From an optimization exercise on the open Yosys and OpenROAD flow, aimed at small area, a short achievable clock period and few clock cycles per item; shortcuts taken in it are not production practice.
At most, simulation tests tie the RTL to the original design; equivalence was not proved.

==> build 77: inputs <==
## cordic_top
module cordic_top (
	input logic clk,
	input logic rst,
	input logic signed [ 31:0 ] in_din,
	input logic in_we,
	input logic out_re,
	output logic in_full,
	output logic signed [ 1:0 ] [ 15:0 ] out_dout,
	output logic out_empty
);
make LEC_CHECK=0 CAP_MARGIN=20 CORE_MARGIN=2 CORE_UTILIZATION=40 PLACE_DENSITY=0.6 SETUP_SLACK_MARGIN=3.0 SLEW_MARGIN=20 finish   # period 6.0 ns
run.sh (not shown) runs the stock make flow with config.mk's settings and CLKGATE_MAP_FILE= SYNTH_SCRIPT=/design/flow/synth_recipe.tcl, a recipe that flattens the netlist after the stock synthesis.
==> inputs of trial 12, as changes to build 77 <==
--- a/flow/design.v
+++ b/flow/design.v
@@ -124,67 +124,77 @@
 	logic c6_s5;
 	logic [9:0] c6_z6;
 	logic [6:0] c6_rom_a;
 	logic [31:0] c6_rom_d;
 	logic [9:0] p7_z;
 	logic [15:0] p7_x;
 	logic [15:0] p7_y;
+	logic [0:0] p7_n;
 	logic c7_s6;
 	logic [8:0] c7_z7;
 	logic [15:0] c7_x7, c7_y7;
 	logic [8:0] p8_z;
 	logic [15:0] p8_x;
 	logic [15:0] p8_y;
+	logic [0:0] p8_n;
 	logic c8_s7;
 	logic [8:0] c8_z8;
 	logic [15:0] c8_x8, c8_y8;
 	logic [8:0] p9_z;
 	logic [15:0] p9_x;
 	logic [15:0] p9_y;
+	logic [0:0] p9_n;
 	logic c9_s8;
 	logic [7:0] c9_z9;
 	logic [15:0] c9_x9, c9_y9;
 	logic [7:0] p10_z;
 	logic [15:0] p10_x;
 	logic [15:0] p10_y;
+	logic [0:0] p10_n;
 	logic c10_s9;
 	logic [6:0] c10_z10;
 	logic [15:0] c10_x10, c10_y10;
 	logic [6:0] p11_z;
 	logic [15:0] p11_x;
 	logic [15:0] p11_y;
+	logic [0:0] p11_n;
 	logic c11_s10;
 	logic [5:0] c11_z11;
 	logic [15:0] c11_x11, c11_y11;
 	logic [5:0] p12_z;
 	logic [15:0] p12_x;
 	logic [15:0] p12_y;
+	logic [0:0] p12_n;
 	logic c12_s11;
 	logic [4:0] c12_z12;
 	logic [15:0] c12_x12, c12_y12;
 	logic [4:0] p13_z;
 	logic [15:0] p13_x;
 	logic [15:0] p13_y;
+	logic [0:0] p13_n;
 	logic c13_s12;
 	logic [4:0] c13_z13;
 	logic [15:0] c13_x13, c13_y13;
 	logic [4:0] p14_z;
 	logic [15:0] p14_x;
 	logic [15:0] p14_y;
+	logic [0:0] p14_n;
 	logic c14_s13;
 	logic [4:0] c14_z14;
 	logic c14_s14;
 	logic [15:0] c14_x14, c14_y14;
 	logic [0:0] p15_s14;
 	logic [15:0] p15_x;
 	logic [15:0] p15_y;
+	logic [0:0] p15_n;
 	logic [15:0] c15_x15, c15_y15;
 	logic [0:0] p16_s14;
 	logic [15:0] p16_x;
 	logic [15:0] p16_y;
+	logic [0:0] p16_n;
 	logic [15:0] c16_x16, c16_y16;
 	always_ff @( posedge clk ) if ( adv ) begin p1_f <= in_f; p1_z <= in_z; end
 	assign c1_s0 = p1_z[15];
 	cordic_add #( .W( 15 ) ) u_c1_z1 ( .a( p1_z[14:0] ), .b( 15'd12867 ^ { 15{ ~c1_s0 } } ), .cin( ~c1_s0 ), .s( c1_z1 ) );
 	always_ff @( posedge clk ) if ( adv ) begin p2_f <= p1_f; p2_s0 <= c1_s0; p2_z <= c1_z1[14:0]; end
 	assign c2_s1 = p2_z[14];
 	cordic_add #( .W( 14 ) ) u_c2_z2 ( .a( p2_z[13:0] ), .b( 14'd7596 ^ { 14{ ~c2_s1 } } ), .cin( ~c2_s1 ), .s( c2_z2 ) );
@@ -232,51 +242,51 @@
 		32'hc06306dc, 32'h3fa0f921, 32'hf924c061, 32'h06df3f9d,
 		32'hed6a3d39, 32'h1297c2c6, 32'hc2c6ed69, 32'h3d3a1296,
 		32'hc3de15dc, 32'h3c25ea22, 32'hea25c3db, 32'h15dd3c22,
 		32'hd2c92d45, 32'h2d38d2b8, 32'hd2bbd2c8, 32'h2d482d37,
 		32'hc0a9f6fc, 32'h3f5c0901, 32'h0904c0a4, 32'hf7013f57
 	};
 	assign c6_rom_d = C6_ROM_TAB[ c6_rom_a * 32 +: 32 ];
-	always_ff @( posedge clk ) if ( adv ) begin p7_z <= c6_z6[9:0]; p7_x <= c6_rom_d[31:16]; p7_y <= c6_rom_d[15:0]; end
+	always_ff @( posedge clk ) if ( adv ) begin p7_z <= c6_z6[9:0]; p7_x <= c6_rom_d[31:16]; p7_y <= c6_rom_d[15:0]; p7_n <= ~c6_z6[9]; end
 	assign c7_s6 = p7_z[9];
 	cordic_add #( .W( 9 ) ) u_c7_z7 ( .a( p7_z[8:0] ), .b( 9'd255 ^ { 9{ ~c7_s6 } } ), .cin( ~c7_s6 ), .s( c7_z7 ) );
-	cordic_xy #( .SH( 6 ) ) u_c7_xy6 ( .sgn( c7_s6 ), .nsgn( ~c7_s6 ), .x_in( p7_x ), .y_in( p7_y ), .x_out( c7_x7 ), .y_out( c7_y7 ) );
-	always_ff @( posedge clk ) if ( adv ) begin p8_z <= c7_z7[8:0]; p8_x <= c7_x7; p8_y <= c7_y7; end
+	cordic_xy #( .SH( 6 ) ) u_c7_xy6 ( .sgn( c7_s6 ), .nsgn( p7_n ), .x_in( p7_x ), .y_in( p7_y ), .x_out( c7_x7 ), .y_out( c7_y7 ) );
+	always_ff @( posedge clk ) if ( adv ) begin p8_z <= c7_z7[8:0]; p8_x <= c7_x7; p8_y <= c7_y7; p8_n <= ~c7_z7[8]; end
 	assign c8_s7 = p8_z[8];
 	cordic_add #( .W( 9 ) ) u_c8_z8 ( .a( p8_z[8:0] ), .b( 9'd127 ^ { 9{ ~c8_s7 } } ), .cin( ~c8_s7 ), .s( c8_z8 ) );
-	cordic_xy #( .SH( 7 ) ) u_c8_xy7 ( .sgn( c8_s7 ), .nsgn( ~c8_s7 ), .x_in( p8_x ), .y_in( p8_y ), .x_out( c8_x8 ), .y_out( c8_y8 ) );
-	always_ff @( posedge clk ) if ( adv ) begin p9_z <= c8_z8[8:0]; p9_x <= c8_x8; p9_y <= c8_y8; end
+	cordic_xy #( .SH( 7 ) ) u_c8_xy7 ( .sgn( c8_s7 ), .nsgn( p8_n ), .x_in( p8_x ), .y_in( p8_y ), .x_out( c8_x8 ), .y_out( c8_y8 ) );
+	always_ff @( posedge clk ) if ( adv ) begin p9_z <= c8_z8[8:0]; p9_x <= c8_x8; p9_y <= c8_y8; p9_n <= ~c8_z8[8]; end
 	assign c9_s8 = p9_z[8];
 	cordic_add #( .W( 8 ) ) u_c9_z9 ( .a( p9_z[7:0] ), .b( 8'd63 ^ { 8{ ~c9_s8 } } ), .cin( ~c9_s8 ), .s( c9_z9 ) );
-	cordic_xy #( .SH( 8 ) ) u_c9_xy8 ( .sgn( c9_s8 ), .nsgn( ~c9_s8 ), .x_in( p9_x ), .y_in( p9_y ), .x_out( c9_x9 ), .y_out( c9_y9 ) );
-	always_ff @( posedge clk ) if ( adv ) begin p10_z <= c9_z9[7:0]; p10_x <= c9_x9; p10_y <= c9_y9; end
+	cordic_xy #( .SH( 8 ) ) u_c9_xy8 ( .sgn( c9_s8 ), .nsgn( p9_n ), .x_in( p9_x ), .y_in( p9_y ), .x_out( c9_x9 ), .y_out( c9_y9 ) );
+	always_ff @( posedge clk ) if ( adv ) begin p10_z <= c9_z9[7:0]; p10_x <= c9_x9; p10_y <= c9_y9; p10_n <= ~c9_z9[7]; end
 	assign c10_s9 = p10_z[7];
 	cordic_add #( .W( 7 ) ) u_c10_z10 ( .a( p10_z[6:0] ), .b( 7'd31 ^ { 7{ ~c10_s9 } } ), .cin( ~c10_s9 ), .s( c10_z10 ) );
-	cordic_xy #( .SH( 9 ) ) u_c10_xy9 ( .sgn( c10_s9 ), .nsgn( ~c10_s9 ), .x_in( p10_x ), .y_in( p10_y ), .x_out( c10_x10 ), .y_out( c10_y10 ) );
-	always_ff @( posedge clk ) if ( adv ) begin p11_z <= c10_z10[6:0]; p11_x <= c10_x10; p11_y <= c10_y10; end
+	cordic_xy #( .SH( 9 ) ) u_c10_xy9 ( .sgn( c10_s9 ), .nsgn( p10_n ), .x_in( p10_x ), .y_in( p10_y ), .x_out( c10_x10 ), .y_out( c10_y10 ) );
+	always_ff @( posedge clk ) if ( adv ) begin p11_z <= c10_z10[6:0]; p11_x <= c10_x10; p11_y <= c10_y10; p11_n <= ~c10_z10[6]; end
 	assign c11_s10 = p11_z[6];
 	cordic_add #( .W( 6 ) ) u_c11_z11 ( .a( p11_z[5:0] ), .b( 6'd15 ^ { 6{ ~c11_s10 } } ), .cin( ~c11_s10 ), .s( c11_z11 ) );
-	cordic_xy #( .SH( 10 ) ) u_c11_xy10 ( .sgn( c11_s10 ), .nsgn( ~c11_s10 ), .x_in( p11_x ), .y_in( p11_y ), .x_out( c11_x11 ), .y_out( c11_y11 ) );
-	always_ff @( posedge clk ) if ( adv ) begin p12_z <= c11_z11[5:0]; p12_x <= c11_x11; p12_y <= c11_y11; end
+	cordic_xy #( .SH( 10 ) ) u_c11_xy10 ( .sgn( c11_s10 ), .nsgn( p11_n ), .x_in( p11_x ), .y_in( p11_y ), .x_out( c11_x11 ), .y_out( c11_y11 ) );
+	always_ff @( posedge clk ) if ( adv ) begin p12_z <= c11_z11[5:0]; p12_x <= c11_x11; p12_y <= c11_y11; p12_n <= ~c11_z11[5]; end
 	assign c12_s11 = p12_z[5];
 	cordic_add #( .W( 5 ) ) u_c12_z12 ( .a( p12_z[4:0] ), .b( 5'd7 ^ { 5{ ~c12_s11 } } ), .cin( ~c12_s11 ), .s( c12_z12 ) );
-	cordic_xy #( .SH( 11 ) ) u_c12_xy11 ( .sgn( c12_s11 ), .nsgn( ~c12_s11 ), .x_in( p12_x ), .y_in( p12_y ), .x_out( c12_x12 ), .y_out( c12_y12 ) );
-	always_ff @( posedge clk ) if ( adv ) begin p13_z <= c12_z12[4:0]; p13_x <= c12_x12; p13_y <= c12_y12; end
+	cordic_xy #( .SH( 11 ) ) u_c12_xy11 ( .sgn( c12_s11 ), .nsgn( p12_n ), .x_in( p12_x ), .y_in( p12_y ), .x_out( c12_x12 ), .y_out( c12_y12 ) );
+	always_ff @( posedge clk ) if ( adv ) begin p13_z <= c12_z12[4:0]; p13_x <= c12_x12; p13_y <= c12_y12; p13_n <= ~c12_z12[4]; end
 	assign c13_s12 = p13_z[4];
 	cordic_add #( .W( 5 ) ) u_c13_z13 ( .a( p13_z[4:0] ), .b( 5'd3 ^ { 5{ ~c13_s12 } } ), .cin( ~c13_s12 ), .s( c13_z13 ) );
-	cordic_xy #( .SH( 12 ) ) u_c13_xy12 ( .sgn( c13_s12 ), .nsgn( ~c13_s12 ), .x_in( p13_x ), .y_in( p13_y ), .x_out( c13_x13 ), .y_out( c13_y13 ) );
-	always_ff @( posedge clk ) if ( adv ) begin p14_z <= c13_z13[4:0]; p14_x <= c13_x13; p14_y <= c13_y13; end
+	cordic_xy #( .SH( 12 ) ) u_c13_xy12 ( .sgn( c13_s12 ), .nsgn( p13_n ), .x_in( p13_x ), .y_in( p13_y ), .x_out( c13_x13 ), .y_out( c13_y13 ) );
+	always_ff @( posedge clk ) if ( adv ) begin p14_z <= c13_z13[4:0]; p14_x <= c13_x13; p14_y <= c13_y13; p14_n <= ~c13_z13[4]; end
 	assign c14_s13 = p14_z[4];
 	cordic_add #( .W( 5 ) ) u_c14_z14 ( .a( p14_z[4:0] ), .b( 5'd1 ^ { 5{ ~c14_s13 } } ), .cin( ~c14_s13 ), .s( c14_z14 ) );
 	assign c14_s14 = c14_z14[4];
-	cordic_xy #( .SH( 13 ) ) u_c14_xy13 ( .sgn( c14_s13 ), .nsgn( ~c14_s13 ), .x_in( p14_x ), .y_in( p14_y ), .x_out( c14_x14 ), .y_out( c14_y14 ) );
-	always_ff @( posedge clk ) if ( adv ) begin p15_s14 <= c14_s14; p15_x <= c14_x14; p15_y <= c14_y14; end
-	cordic_xy #( .SH( 14 ) ) u_c15_xy14 ( .sgn( p15_s14 ), .nsgn( ~p15_s14 ), .x_in( p15_x ), .y_in( p15_y ), .x_out( c15_x15 ), .y_out( c15_y15 ) );
-	always_ff @( posedge clk ) if ( adv ) begin p16_s14 <= p15_s14; p16_x <= c15_x15; p16_y <= c15_y15; end
-	cordic_xy #( .SH( 15 ) ) u_c16_xy15 ( .sgn( p16_s14 ), .nsgn( ~p16_s14 ), .x_in( p16_x ), .y_in( p16_y ), .x_out( c16_x16 ), .y_out( c16_y16 ) );
+	cordic_xy #( .SH( 13 ) ) u_c14_xy13 ( .sgn( c14_s13 ), .nsgn( p14_n ), .x_in( p14_x ), .y_in( p14_y ), .x_out( c14_x14 ), .y_out( c14_y14 ) );
+	always_ff @( posedge clk ) if ( adv ) begin p15_s14 <= c14_s14; p15_x <= c14_x14; p15_y <= c14_y14; p15_n <= ~c14_s14; end
+	cordic_xy #( .SH( 14 ) ) u_c15_xy14 ( .sgn( p15_s14 ), .nsgn( p15_n ), .x_in( p15_x ), .y_in( p15_y ), .x_out( c15_x15 ), .y_out( c15_y15 ) );
+	always_ff @( posedge clk ) if ( adv ) begin p16_s14 <= p15_s14; p16_x <= c15_x15; p16_y <= c15_y15; p16_n <= ~p15_s14; end
+	cordic_xy #( .SH( 15 ) ) u_c16_xy15 ( .sgn( p16_s14 ), .nsgn( p16_n ), .x_in( p16_x ), .y_in( p16_y ), .x_out( c16_x16 ), .y_out( c16_y16 ) );
 	assign res = { c16_x16, c16_y16 };
 endmodule
 module cordic_top (
 	input logic clk,
 	input logic rst,
 	input logic signed [ 31:0 ] in_din,
 	input logic in_we,
Settings changed: CORE_UTILIZATION 40 to 50, PLACE_DENSITY 0.6 to 0.65, SETUP_SLACK_MARGIN 3.0 to 3.2, TNS_END_PERCENT set to 40.
==> qor summary <==
| metric | build 77 | trial 12 |
|---|---|---|
| Outcome | finished clean | finished clean |
| Register bit count reported by yosys | 582 | 592 |
| Critical path startpoint | cordic_inst.p16_s14$_DFFE_PP_ | cordic_inst.p16_n$_DFFE_PP_ |
| Clock buffer instance count of the final layout | 84 | 85 |
| End of the worst register-to-register path | out_dout[30]$_SDFFCE_PP0P_ | out_dout[24]$_SDFFCE_PN0P_ |
| Gate Count Post-Synth | 3668 | 3546 |
| Final routed wirelength across all metal layers | 96.8 mm | 94.6 mm |
| Average vias per placed instance | 5.50 | 5.70 |
| Number of ordinary and repair buffers in the finished layout | 281 | 297 |
| Relative area of clock buffers and inverters in the final design | 4.76% | 4.85% |
| Share of the cycle needed by the critical path after routing | 53.3% | 49.2% |
| Multi-input gate count | 2753 | 2641 |
| Multi-input gate share of the layout cell area | 48.5% | 47.9% |
| Tightest hold margin | 0.417 ns | 0.404 ns |
| Non-clock buffers, area share | 5.66% | 5.91% |
| Sequential portion of the cell area | 35.9% | 36.8% |
| Relative slew slack | 36.1% | 35.3% |
| Count of inverters not on the clock network in the layout | 221 | 205 |
| Number of buffers created by CTS | 69 | 71 |
| Core occupancy in the finished layout | 48.3% | 59.8% |
| Mux contribution to synthesized area | 1.28% | 1.65% |
Testbench counts of trial 12, summed over its fixed seeds: cycles 8,192, items 8,192.
The RTL of build 77 was laid out without a check of its function.

-- port drivers added, routing unchanged --
In the flow no input, the clock included, has a driving cell. The finished layouts below were timed again as built, in two steps. Step 1 assumes that a clkbuf_16 drives the clock port and a buf_2 every other input. Step 2 also shifts input and output timing later by t, the mid clock arrival at the registers, as if the neighbouring blocks saw the same clock. Three values: no drivers, after step 1, after step 2; two values: the first two.
| run | t (ns) | setup WS [ns] | worst setup path at the end |
|---|---|---|---|
| build 77 | 0.680 | 2.801 / 2.801 / 2.484 | input to register |
| trial 12 | 0.682 | 3.045 / 3.045 / 2.625 | input to register |
After both steps every run listed still meets setup and hold. The setup slack of trial 12, which loses most, moves by 0.000 ns with the drivers and by -0.420 ns with both steps.
